This design comes from an exercise in tuning for small area on the open sky130 flow, not from production work.
Function was checked by simulation only, so behaviour that the tests miss may differ from the original.

==> run a: inputs <==
==> flow/design.v <==
module SIGNAL_GENERATOR_ANALYZER_ONE_WIRE
(
	input CLK_100MHz,
	input rst,
	input  	MUAFR_MISO_P,
	input  	MUAFR_MISO_N,
	input 	enable_generate,
	input 	hist_valid,	 
	input 	win_end,	 
	input 	pending,	 
	output logic status_gen
);
logic [2: 0] hist_P;
logic [2: 0] hist_N;
always @(posedge CLK_100MHz)
begin
	hist_P <= {hist_P[1: 0], MUAFR_MISO_P};
	hist_N <= {hist_N[1: 0], MUAFR_MISO_N};
end
wire inc_P = MUAFR_MISO_P ^ (hist_P[2] & hist_valid);
wire inc_N = MUAFR_MISO_N ^ (hist_N[2] & hist_valid);
logic [8: 0] cnt_P;
logic [8: 0] cnt_N;
wire clr = rst | enable_generate | win_end;
wire ok_P = ~cnt_P[8] & (cnt_P[7: 0] >= 8'd25);
wire ok_N = ~cnt_N[8] & (cnt_N[7: 0] >= 8'd25);
wire [8: 0] cnt_P_val = {cnt_P[8: 2], cnt_P[1] & ~pending, cnt_P[0]};
always @(posedge CLK_100MHz)
begin
	if (clr)
		cnt_P <= {7'd1, (win_end & ~rst & ~enable_generate) ? ok_P & ok_N :
				(enable_generate & ~rst & pending) ? cnt_P[1] : 1'b0, 1'b1};
	else
		cnt_P <= cnt_P_val + inc_P;
	if (clr)
		cnt_N <= 9'd5;
	else
		cnt_N <= cnt_N + inc_N;
end
always @(posedge CLK_100MHz)
	if (rst)
		status_gen <= 0;
	else if (~enable_generate & pending)
		status_gen <= cnt_P[1];
endmodule
module SIGNAL_GENERATOR_ANALYZER
(
	input CLK_100MHz,
	input rst,
	output logic [15:0] MUAFR_MOSI_P,
	output [15:0] MUAFR_MOSI_N,
	input  logic [15:0] MUAFR_MISO_P,
	input  logic [15:0] MUAFR_MISO_N,
	input enable_generate,
	output logic [15:0] status_wire,
	output [15:0] status_gen
);
wire en = enable_generate;
logic [2: 0] rst_hist;
always @(posedge CLK_100MHz)
	rst_hist <= {rst_hist[1: 0], rst};
wire hist_valid = ~|rst_hist;
logic mode_q;
logic [6: 0] low_cnt;
logic [2: 0] win_hi;
always @(posedge CLK_100MHz)
	if (rst)
		mode_q <= 0;
	else
		mode_q <= en;
wire win_end  = (&win_hi) & (&low_cnt[6: 5]) & low_cnt[3] & ~low_cnt[2] & low_cnt[1] & ~low_cnt[0];	 
wire win_wrap = (&win_hi) & (&low_cnt[6: 5]) & low_cnt[3] & low_cnt[2];						 
wire [6: 0] slot_cnt = mode_q ? low_cnt : 7'd0;
wire slot_end = mode_q & (low_cnt == 7'd99);
always @(posedge CLK_100MHz)
	if (rst | (en & slot_end) | (~en & win_wrap))
		low_cnt <= 0;
	else if (mode_q != en)
		low_cnt <= 1;
	else
		low_cnt <= low_cnt + 1'b1;
always @(posedge CLK_100MHz)
	if (rst | en | win_wrap)
		win_hi <= 0;
	else if (&low_cnt)
		win_hi <= win_hi + 1'b1;
logic pending;
always @(posedge CLK_100MHz)
	if (rst)
		pending <= 0;
	else if (~en)
		pending <= win_end;
genvar i;
generate
	for (i = 0; i < 16; i = i + 1)
	begin : generator
		SIGNAL_GENERATOR_ANALYZER_ONE_WIRE signal_generator_analyzer_one_wire
		(
			.CLK_100MHz(CLK_100MHz),
			.rst(rst),
			.enable_generate(en),
			.MUAFR_MISO_P(MUAFR_MISO_P[i]),
			.MUAFR_MISO_N(MUAFR_MISO_N[i]),
			.hist_valid(hist_valid),
			.win_end(win_end),
			.pending(pending),
			.status_gen(status_gen[i])
		);
	end
endgenerate
logic [3: 0] j;			 
logic flag;			 
logic prev_flag;		 
logic mosi_up;			 
logic mosi_cur;			 
always @(posedge CLK_100MHz)
	if (rst)
	begin
		j <= 0;
		flag <= 1;
		prev_flag <= 0;
	end else if (~en)
	begin
		j <= 0;
		flag <= 0;
	end else
	begin
		prev_flag <= flag;
		if (slot_end)
		begin
			j <= j + 1'b1;
			if (j == 4'd15)
				flag <= ~flag;
		end
	end
always @(posedge CLK_100MHz)
	if (rst | ~en)
	begin
		mosi_up <= 0;
		mosi_cur <= 0;
	end else if (prev_flag != flag)
	begin
		mosi_up <= ~flag;
		mosi_cur <= ~flag;
	end else if (slot_end)
	begin
		if (j == 4'd15)
		begin
			mosi_up <= ~flag;
			mosi_cur <= ~flag;
		end else
			mosi_cur <= mosi_up;
	end else
		mosi_cur <= (slot_cnt < 7'd96) ? flag : ~flag;
integer k;
always @*
	for (k = 0; k < 16; k = k + 1)
		MUAFR_MOSI_P[k] = (k < j) ? ~flag : (k == j) ? mosi_cur : mosi_up;
assign MUAFR_MOSI_N = ~MUAFR_MOSI_P;
wire miso_p_j = MUAFR_MISO_P[j];
wire miso_n_j = MUAFR_MISO_N[j];
wire match = (miso_p_j == flag) & (miso_n_j != flag);
logic [6: 0] match_cnt;
logic [15: 0] left;
always @(posedge CLK_100MHz)
	if (rst | ~en | slot_end)
		match_cnt <= 0;
	else if (match)
		match_cnt <= match_cnt + 1'b1;
always @(posedge CLK_100MHz)
	if (rst)
		left <= 0;
	else if (~en)
		left[j] <= 0;
	else if (slot_end)
		left[j] <= match;
logic seen, multi;
always @*
begin
	seen = 0;
	multi = 0;
	for (k = 0; k < 14; k = k + 1)
	begin
		multi = multi | (seen & (MUAFR_MISO_P[k] == miso_p_j));
		seen = seen | (MUAFR_MISO_P[k] == miso_p_j);
	end
end
wire short_P = seen & ~multi;
wire short_N = miso_n_j ? (&MUAFR_MISO_N[13: 0]) : ~(|MUAFR_MISO_N[13: 0]);
logic [7: 0] cnt_kz_P;
logic [7: 0] cnt_kz_N;
always @(posedge CLK_100MHz)
	if (rst)
	begin
		cnt_kz_P <= 0;
		cnt_kz_N <= 0;
	end else if (en)
	begin
		if (slot_cnt == 7'd98)
			cnt_kz_P <= 0;
		else if (short_P)
			cnt_kz_P <= cnt_kz_P + 1'b1;
		if (slot_end)
			cnt_kz_N <= 0;
		else if (short_N)
			cnt_kz_N <= cnt_kz_N + 1'b1;
	end
logic verdict;
always @(posedge CLK_100MHz)
	if (slot_cnt == 7'd97)
		verdict <= (cnt_kz_P > 8'd87) & (cnt_kz_N > 8'd87);
	else if (slot_cnt == 7'd98)
		verdict <= verdict & ((match_cnt > 7'd51) | ((match_cnt == 7'd51) & left[j]));
always @(posedge CLK_100MHz)
	if (rst)
		status_wire <= 0;
	else if (en & slot_end & ~flag)
		status_wire[j] <= verdict;
endmodule
==> flow/flow/run.sh <==
#!/bin/bash
set -e
export BUFFER_PORTS_ARGS="-buffer_cell sky130_fd_sc_hd__buf_1"
export CTS_ARGS="-sink_clustering_enable -repair_clock_nets -dont_use_dummy_load -buf_list sky130_fd_sc_hd__clkbuf_8 -sink_clustering_size 20 -sink_clustering_max_diameter 60"
bash standard.sh > standard.log 2>&1
==> flow/standard.sh <==
#!/bin/bash
# synth_recipe.tcl (not shown) runs the flow's synth.tcl, then flattens the netlist and writes it again
# the make line also repeats each setting of config.mk as NAME=value (left out here)
make -C /OpenROAD-flow-scripts/flow DESIGN_CONFIG=/design/flow/config.mk WORK_HOME=/design/flow/orfs CLKGATE_MAP_FILE= SYNTH_SCRIPT=/design/flow/synth_recipe.tcl "${@:-finish}"
==> flow/config.mk <==
export PLATFORM = sky130hd
export DESIGN_NAME = SIGNAL_GENERATOR_ANALYZER
export DESIGN_NICKNAME = SIGNAL_GENERATOR_ANALYZER
export VERILOG_FILES = /design/flow/design.v
export SDC_FILE = /design/flow/constraint.sdc
export NUM_CORES = 4
export LEC_CHECK = 0
export CAP_MARGIN = 20
export CORE_MARGIN = 2
export CORE_UTILIZATION = 40
export SLEW_MARGIN = 20
==> flow/constraint.sdc <==
create_clock -name core_clock -period 10.0 [get_ports {CLK_100MHz}]
set_input_delay 2.0000 -clock core_clock [delete_from_list [all_inputs] [get_ports {CLK_100MHz}]]
set_output_delay 2.0000 -clock core_clock [all_outputs]
set_load 0.01 [all_outputs]
==> inputs of run b, as changes to run a <==
==> flow/flow/run.sh (replaced) <==
#!/bin/bash
# The standard layout (standard.sh) with three changes to how the layout is made:
#  - ABC maps the logic with an area-oriented script (flow/abc_area.script),
#  - ports get sky130_fd_sc_hd__buf_1 buffers,
#  - CTS builds the tree from clkbuf_8 with clusters of at most 16 sinks and no dummy loads.
set -e
rm -rf scripts_mod
cp -r "$FLOW_HOME/scripts" scripts_mod
cp flow/abc_area.script scripts_mod/abc_area.script
export SCRIPTS_DIR="$PWD/scripts_mod"
export ABC_AREA=1
export BUFFER_PORTS_ARGS="-buffer_cell sky130_fd_sc_hd__buf_1"
export CTS_ARGS="-sink_clustering_enable -repair_clock_nets -dont_use_dummy_load -buf_list sky130_fd_sc_hd__clkbuf_8 -sink_clustering_size 16 -sink_clustering_max_diameter 60"
bash standard.sh > standard.log 2>&1
==> flow/flow/abc_area.script (new file) <==
strash
dc2
&get -n
&dch -f
&nf -R 1000 -p -a
&put
strash
dc2
&get -n
&dch -f
&nf -R 1000 -p -F 8 -A 4 -a
&put
CORE_UTILIZATION = 60   (was 40)
==> inputs of run c, as changes to run a <==
==> flow/flow/run.sh (replaced) <==
#!/bin/bash
# The standard layout (standard.sh) with three changes to how the layout is made:
#  - ABC maps the logic with an area-oriented script (flow/abc_area.script),
#  - ports get sky130_fd_sc_hd__buf_1 buffers,
#  - CTS builds the tree from clkbuf_8 with clusters of at most 16 sinks and no dummy loads.
set -e
rm -rf scripts_mod
cp -r "$FLOW_HOME/scripts" scripts_mod
cp flow/abc_area.script scripts_mod/abc_area.script
export SCRIPTS_DIR="$PWD/scripts_mod"
export ABC_AREA=1
export BUFFER_PORTS_ARGS="-buffer_cell sky130_fd_sc_hd__buf_1"
export CTS_ARGS="-sink_clustering_enable -repair_clock_nets -dont_use_dummy_load -buf_list sky130_fd_sc_hd__clkbuf_8 -sink_clustering_size 16 -sink_clustering_max_diameter 60"
bash standard.sh > standard.log 2>&1
==> flow/flow/abc_area.script (new file) <==
strash
dc2
&get -n
&dch -f
&nf -R 1000 -p -a
&put
strash
dc2
&get -n
&dch -f
&nf -R 1000 -p -F 8 -A 4 -a
&put
==> impl_metrics.json <==
{
  "synth_top_area_share_pct": 48.4,
  "multi_input_area_share_pct": 44.6,
  "run_status": "complete, no violations",
  "synthXorXnorAreaFrac_pct": 4.17,
  "power.switching_uw": 712,
  "pg_clk_uw": 924,
  "rrSetupSlack_ps": 3560,
  "postLayoutCoreUtil_pct": 65.2,
  "cp.required_ps": 10510
}
The numbers above come from run b.

==> impl_metrics.json <==
{
  "power.switching_uw": 727,
  "cp.required_ps": 8000,
  "run_status": "complete, no violations",
  "synthXorXnorAreaFrac_pct": 10.8,
  "pg_clk_uw": 930
}
The numbers above come from run a.

==> impl_metrics.json <==
{
  "synthXorXnorAreaFrac_pct": 4.17,
  "synth_top_area_share_pct": 48.4,
  "rrSetupSlack_ps": 3550,
  "wl_met2_um": 20100,
  "cp.required_ps": 10530,
  "multi_input_area_share_pct": 44.0,
  "postLayoutCoreUtil_pct": 43.9,
  "power.switching_uw": 730,
  "run_status": "complete, no violations",
  "yosysMostFrequentCell": "dfxtp_1"
}
The numbers above come from run c.

[re-timing with driven ports]
In the flow no input, the clock included, has a driving cell. The finished layouts below were timed again as built, in two steps. Step 1 (the two cells are an assumption about what drives the block):
set clk [get_ports {CLK_100MHz}]
set_driving_cell -lib_cell sky130_fd_sc_hd__clkbuf_16 $clk
set_driving_cell -lib_cell sky130_fd_sc_hd__buf_2 [delete_from_list [all_inputs] $clk]
Step 2 moves the port delays by t, midway between the first and last clock arrival at a register: inputs arrive t later, outputs are due t later. That takes back most of the time a late clock gives input paths. Slacks: no drivers / after step 1 / after step 2; pairs: no drivers / after step 1.
run | t, ns | slack for setup (ns) | hold WS [ns] | latest minus earliest clock arrival (ns) | worst register clock-pin slew, ns
run a | 0.656 | 5.192 / 5.136 / 5.170 | 0.293 / 0.293 / 0.293 | 0.075 / 0.076 | 0.12 / 0.12
run b | 0.613 | 3.559 / 3.559 / 3.141 | 0.308 / 0.308 / 0.308 | 0.046 / 0.046 | 0.10 / 0.10
run c | 0.638 | 3.547 / 3.547 / 3.195 | 0.292 / 0.292 / 0.292 | 0.072 / 0.072 | 0.10 / 0.10
After both steps every run listed still meets setup and hold. The setup slack of run b, which loses most, moves by 0.000 ns with the drivers and by -0.418 ns with both steps.
